Context: an optimization exercise on an open-source flow, tuned for small area. The choices shown serve that exercise and are no tape-out recipe. Only simulation tests tie the RTL to the original design; equivalence was not proved. The flow treats the clock pin as an ideal source, which a real chip does not have. Power is estimated from default activity; no workload was simulated.

== tundra ==
==> module txu, before the edit <==
module txu(input clk, input rst, input tx_avail_d, input [7:0] tx_data_d, output txd, output tx_idle);
   reg [9:0] tx_sr;
   reg [6:0] tx_baud;
   wire      tx_pend  = (tx_baud == 7'd64);   
   wire      tx_hi0   = ~|tx_sr[9:1];
   assign    tx_idle  = tx_hi0 & ~tx_sr[0];
   wire      tx_tick  = (tx_baud == 7'd52);    
   assign    txd = tx_sr[0] | tx_hi0 | tx_pend;
   always @(posedge clk) begin
      if (tx_avail_d)
         tx_baud <= 7'd64;
      else if (tx_idle || tx_tick)
         tx_baud <= 7'd0;
      else
         tx_baud <= {tx_baud[5:0], ~(tx_baud[6] ^ tx_baud[5])};
      if (rst)
         tx_sr <= 10'd0;
      else if (tx_avail_d)
         tx_sr <= {1'b1, tx_data_d, 1'b0};
      else if (tx_tick)
         tx_sr <= {1'b0, tx_sr[9:1]};
   end
endmodule
==> module eng, before the edit <==
module eng(input clk, input rst, input rx_avail, input [7:0] rx_data, input tx_idle, input [15:0] prog_data_in, output prog_mode, output [15:0] prog_addr, output prog_low, output prog_high, output [4:0] st, output intercept_mode, output reg tx_avail_d, output reg [7:0] tx_data_d);
   reg [4:0]  s;
   reg [4:0]  s_n;
   reg [7:0]  cnt;
   reg [15:0] addr;
   reg        pm;
   wire A = rx_avail, K = tx_idle;
   wire [7:0] r = rx_data;
   wire cz = (cnt == 8'd0);
   assign st = s;
   assign prog_addr = {1'b0, addr[15:1]};
   assign prog_mode = pm;
   assign intercept_mode = s[4] | s[3] | s[2] | s[1];
   wire s_inact = (s == 5'd0);
   wire s_att   = (s == 5'd1);
   wire s_idle  = (s == 5'd2);
   wire s_ahi   = (s == 5'd13);
   wire s_alo   = (s == 5'd14);
   wire s_clo   = (s == 5'd17) | (s == 5'd25);
   wire s_pget  = (s == 5'd19);
   wire s_put   = (s == 5'd20) | (s == 5'd28);
   wire s_rget  = (s == 5'd27);
   wire is1b = (r == 8'h1b);
   wire isaa = (r == 8'haa);
   wire is00 = (r == 8'h00);
   wire is46 = (r == 8'h46);
   wire att_ok = cnt[0] ? isaa : is1b;      
   wire strobe = s_pget & A;
   assign prog_low  = strobe & ~addr[0];
   assign prog_high = strobe & addr[0];
   wire inc = s_put;
   wire ldhi = s_ahi & A, ldlo = s_alo & A;
   reg  [15:0] c, t;                   
   integer i;
   always @(*) begin
      c[0] = 1'b1;
      for (i = 1; i < 16; i = i + 1) c[i] = c[i-1] & addr[i-1];
      t = inc ? c : 16'd0;
   end
   wire [15:0] addr_n = {ldhi ? r : addr[15:8] ^ t[15:8], ldlo ? r : addr[7:0] ^ t[7:0]};
   wire dec = (s_att & A & att_ok) | strobe | (s_rget & K);
   wire ldc = s_clo & A;
   reg  [7:0] z, b;                    
   always @(*) begin
      z[0] = 1'b1;
      for (i = 1; i < 8; i = i + 1) z[i] = z[i-1] & ~cnt[i-1];
      b = dec ? z : 8'd0;
   end
   wire [7:0] cnt_n = s_inact ? {cnt[7:3] ^ b[7:3], 3'd5} : ldc ? r : cnt ^ b;
   reg [4:0] nx;
   reg       adv;
   always @(*) begin
      case (s)
        5'd0:  adv = A & is1b;
        5'd1:  adv = A;
        5'd2:  adv = A & ~((r == 8'h0a) | is1b);
        5'd3, 5'd4, 5'd5, 5'd6, 5'd7, 5'd8, 5'd9, 5'd10, 5'd12, 5'd21, 5'd22, 5'd27: adv = K;
        5'd20, 5'd28: adv = 1'b1;
        default: adv = A;
      endcase
      tx_avail_d = K & ((s >= 5'd3 && s <= 5'd10) || s == 5'd12 || s == 5'd21 || s == 5'd27);
      case (s)
        5'd0:  nx = 5'd1;
        5'd1:  nx = ~att_ok ? 5'd0 : z[3] ? 5'd2 : 5'd1;
        5'd2:  case (r)
                        8'h41: nx = 5'd13;
                        8'h42: nx = 5'd16;
                        8'h45: nx = 5'd21;
                        8'h4c, 8'h50: nx = 5'd12;
                        8'h54: nx = 5'd11;
                        8'h56: nx = 5'd4;
                        8'h61: nx = 5'd6;
                        8'h62: nx = 5'd7;
                        8'h67: nx = 5'd24;
                        8'h74: nx = 5'd10;
                        default: nx = 5'd3;
                      endcase
        5'd3, 5'd5, 5'd6, 5'd9, 5'd10, 5'd12: nx = 5'd2;
        5'd22: nx = 5'd0;
        5'd11, 5'd14: nx = 5'd12;
        5'd16, 5'd24: nx = is00 ? s + 5'd1 : 5'd3;
        5'd18: nx = ~is46 ? 5'd3 : cz ? 5'd12 : 5'd19;
        5'd26: nx = ~is46 ? 5'd3 : cz ? 5'd2 : 5'd27;
        5'd20: nx = cz ? 5'd12 : 5'd19;
        5'd28: nx = cz ? 5'd2 : 5'd27;
        default: nx = s + 5'd1;
      endcase
      s_n = adv ? nx : s;
   end
   always @(*) begin
      case (s)
        5'd3:  tx_data_d = 8'h3f;
        5'd4:  tx_data_d = 8'h31;
        5'd5:  tx_data_d = 8'h30;
        5'd6, 5'd7: tx_data_d = 8'h59;
        5'd9:  tx_data_d = 8'hff;
        5'd12, 5'd21: tx_data_d = 8'h0d;
        5'd27: tx_data_d = addr[0] ? prog_data_in[15:8] : prog_data_in[7:0];
        default: tx_data_d = 8'h00;
      endcase
   end
   wire pm_n = s_inact ? 1'b0 : (s_idle & A & (r == 8'h50)) ? 1'b1 : (s_idle & A & (r == 8'h4c)) ? 1'b0 : pm;
   always @(posedge clk) begin
      cnt <= cnt_n;
      if (rst) begin
         s <= 5'd0; addr <= 16'd0; pm <= 1'b0;
      end else begin
         s <= s_n; addr <= addr_n; pm <= pm_n;
      end
   end
endmodule
Settings: LEC_CHECK=0, CAP_MARGIN=20, CORE_MARGIN=2, CORE_UTILIZATION=65, GPL_TIMING_DRIVEN=0, SLEW_MARGIN=20; clock period 4.0 ns.
standard.sh (not shown) runs the stock make flow with config.mk's settings and CLKGATE_MAP_FILE= SYNTH_SCRIPT=/design/flow/synth_recipe.tcl, a recipe that flattens the netlist after the stock synthesis.
==> flow/flow/run.sh <==
#!/bin/bash
set -euo pipefail
W=$(pwd)
R=$W/orfs/results/$FLOW_PLATFORM/AVR_109/base
bash standard.sh synth > synth.log 2>&1
cp $R/1_2_yosys.v $W/std_1_2_yosys.v
LIB=$FLOW_HOME/platforms/$FLOW_PLATFORM/lib/sky130_fd_sc_hd__tt_025C_1v80.lib
# ABC's deep synthesis is randomised: run it with four seeds at once and keep
# the smallest netlist.
for S in 0 1 2 3; do
  sed "s/&deepsyn /\&deepsyn -S $S /" $W/flow/resyn.abc > $W/resyn_$S.abc
  RESYN_LIB=$LIB RESYN_NOINSBUF=1 RESYN_NET=$W/std_1_2_yosys.v RESYN_OUT=$W/resyn_$S.v \
  RESYN_ABC=$W/resyn_$S.abc \
  RESYN_DONT_USE="sky130_fd_sc_hd__lpflow_bleeder_1 sky130_fd_sc_hd__lpflow_clkbufkapwr_1 sky130_fd_sc_hd__lpflow_clkbufkapwr_16 sky130_fd_sc_hd__lpflow_clkbufkapwr_2 sky130_fd_sc_hd__lpflow_clkbufkapwr_4 sky130_fd_sc_hd__lpflow_clkbufkapwr_8 sky130_fd_sc_hd__lpflow_clkinvkapwr_1 sky130_fd_sc_hd__lpflow_clkinvkapwr_16 sky130_fd_sc_hd__lpflow_clkinvkapwr_2 sky130_fd_sc_hd__lpflow_clkinvkapwr_4 sky130_fd_sc_hd__lpflow_clkinvkapwr_8 sky130_fd_sc_hd__lpflow_decapkapwr_12 sky130_fd_sc_hd__lpflow_decapkapwr_3 sky130_fd_sc_hd__lpflow_decapkapwr_4 sky130_fd_sc_hd__lpflow_decapkapwr_6 sky130_fd_sc_hd__lpflow_decapkapwr_8 sky130_fd_sc_hd__lpflow_inputiso0n_1 sky130_fd_sc_hd__lpflow_inputiso0p_1 sky130_fd_sc_hd__lpflow_inputiso1n_1 sky130_fd_sc_hd__lpflow_inputiso1p_1 sky130_fd_sc_hd__lpflow_inputisolatch_1 sky130_fd_sc_hd__lpflow_isobufsrc_1 sky130_fd_sc_hd__lpflow_isobufsrc_16 sky130_fd_sc_hd__lpflow_isobufsrc_2 sky130_fd_sc_hd__lpflow_isobufsrc_4 sky130_fd_sc_hd__lpflow_isobufsrc_8 sky130_fd_sc_hd__lpflow_isobufsrckapwr_16 sky130_fd_sc_hd__lpflow_lsbuf_lh_hl_isowell_tap_1 sky130_fd_sc_hd__lpflow_lsbuf_lh_hl_isowell_tap_2 sky130_fd_sc_hd__lpflow_lsbuf_lh_hl_isowell_tap_4 sky130_fd_sc_hd__lpflow_lsbuf_lh_isowell_4 sky130_fd_sc_hd__lpflow_lsbuf_lh_isowell_tap_1 sky130_fd_sc_hd__lpflow_lsbuf_lh_isowell_tap_2 sky130_fd_sc_hd__lpflow_lsbuf_lh_isowell_tap_4 sky130_fd_sc_hd__probe_p_8 sky130_fd_sc_hd__probec_p_8 " \
    yosys -c $W/flow/resyn.tcl > resyn_$S.log 2>&1 &
done
wait
best=""; best_area=""
for S in 0 1 2 3; do
  [[ -s $W/resyn_$S.v ]] || continue
  a=$(python3 $W/flow/area.py $LIB $W/resyn_$S.v) || continue
  echo "seed $S area $a" >> resyn_pick.log
  if [[ -z "$best" ]] || python3 -c "import sys; sys.exit(0 if $a < $best_area else 1)"; then
    best=$S; best_area=$a
  fi
done
echo "picked seed $best" >> resyn_pick.log
cp $W/resyn_$best.v $W/resyn_1_2_yosys.v
cp $W/resyn_1_2_yosys.v $R/1_2_yosys.v
rm -f $R/1_synth.odb
bash standard.sh \
  'BUFFER_PORTS_ARGS=-buffer_cell sky130_fd_sc_hd__buf_1' \
  "POST_CTS_TCL=$W/flow/post_cts.tcl" \
  'CTS_ARGS=-sink_clustering_enable -repair_clock_nets -buf_list sky130_fd_sc_hd__clkbuf_8 -dont_use_dummy_load -sink_clustering_size 30' \
  finish > layout.log 2>&1
Other scripts of this flow, unchanged in this note and not shown: flow/flow/area.py, flow/flow/post_cts.tcl, flow/flow/resyn.abc, flow/flow/resyn.tcl
Modified inputs, xenon compared to tundra
--- a/flow/design.v
+++ b/flow/design.v
@@ -90,18 +90,14 @@
 module txu(input clk, input rst, input tx_avail_d, input [7:0] tx_data_d, output txd, output tx_idle);
    reg [9:0] tx_sr;
    reg [6:0] tx_baud;
-   wire      tx_pend  = (tx_baud == 7'd64);   
+   reg       tx_pend;
    wire      tx_hi0   = ~|tx_sr[9:1];
    assign    tx_idle  = tx_hi0 & ~tx_sr[0];
    wire      tx_tick  = (tx_baud == 7'd52);    
    assign    txd = tx_sr[0] | tx_hi0 | tx_pend;
    always @(posedge clk) begin
-      if (tx_avail_d)
-         tx_baud <= 7'd64;
-      else if (tx_idle || tx_tick)
-         tx_baud <= 7'd0;
-      else
-         tx_baud <= {tx_baud[5:0], ~(tx_baud[6] ^ tx_baud[5])};
+      tx_pend <= tx_avail_d;
+      tx_baud <= (tx_pend || tx_idle || tx_tick) ? 7'd0 : {tx_baud[5:0], ~(tx_baud[6] ^ tx_baud[5])};
       if (rst)
          tx_sr <= 10'd0;
       else if (tx_avail_d)
@@ -158,7 +154,7 @@
       for (i = 1; i < 8; i = i + 1) z[i] = z[i-1] & ~cnt[i-1];
       b = dec ? z : 8'd0;
    end
-   wire [7:0] cnt_n = s_inact ? {cnt[7:3] ^ b[7:3], 3'd5} : ldc ? r : cnt ^ b;
+   wire [7:0] cnt_n = s_inact ? 8'd5 : ldc ? r : cnt ^ b;
    reg [4:0] nx;
    reg       adv;
    always @(*) begin
@@ -173,7 +169,7 @@
       tx_avail_d = K & ((s >= 5'd3 && s <= 5'd10) || s == 5'd12 || s == 5'd21 || s == 5'd27);
       case (s)
         5'd0:  nx = 5'd1;
-        5'd1:  nx = ~att_ok ? 5'd0 : z[3] ? 5'd2 : 5'd1;
+        5'd1:  nx = ~att_ok ? 5'd0 : cz ? 5'd2 : 5'd1;
         5'd2:  case (r)
                         8'h41: nx = 5'd13;
                         8'h42: nx = 5'd16;
Results
nor2_1 as the most common cell after layout, fill and taps aside was reported by xenon, and clkinv_1 by tundra. Going from tundra to xenon, worst hold slack shrinks by 26 ps. On clock network area share, xenon and tundra are basically level. Comparing xenon and tundra, the higher count of clock tree sinks is on xenon. tundra has lower count of nets after finishing than xenon. Cmp xenon and tundra / fmax / higher: xenon. Between tundra and xenon, the flow reports sequential cell count increasing slightly. Looking at final critical-path share of the clock period across xenon and tundra, the one that comes out higher is tundra. In summary, xenon completed successfully, with a layout that passed the timing, design-rule and antenna checks. Compared with tundra, xenon shows global-route usage lower by 0.46 points. In the tables for xenon and tundra, register area reads higher with xenon. The total power of the final layout of xenon exceeds that of tundra by 22%.

## afterwards: timing with drivers on the ports
The results above use ideal ports. As a check the final layouts listed here were re-extracted and re-timed, cells and wires unchanged.
Step 1 (the two cells are an assumption about what drives the block):
set clk [get_ports {clk}]
set_driving_cell -lib_cell sky130_fd_sc_hd__clkbuf_16 $clk
set_driving_cell -lib_cell sky130_fd_sc_hd__buf_2 [delete_from_list [all_inputs] $clk]
Step 2 also shifts input and output timing later by t, the mid clock arrival at the registers, as if the neighbouring blocks saw the same clock.
Slacks: no drivers / after step 1 / after step 2; pairs: no drivers / after step 1.
| run | t (ns) | slack for setup (ns) | latest minus earliest clock arrival (ns) |
|---|---|---|---|
| tundra | 0.553 | 0.349 / 0.349 / 0.349 | 0.033 / 0.033 |
| xenon | 0.541 | 0.370 / 0.370 / 0.370 | 0.036 / 0.036 |
After both steps every run listed still meets setup and hold.
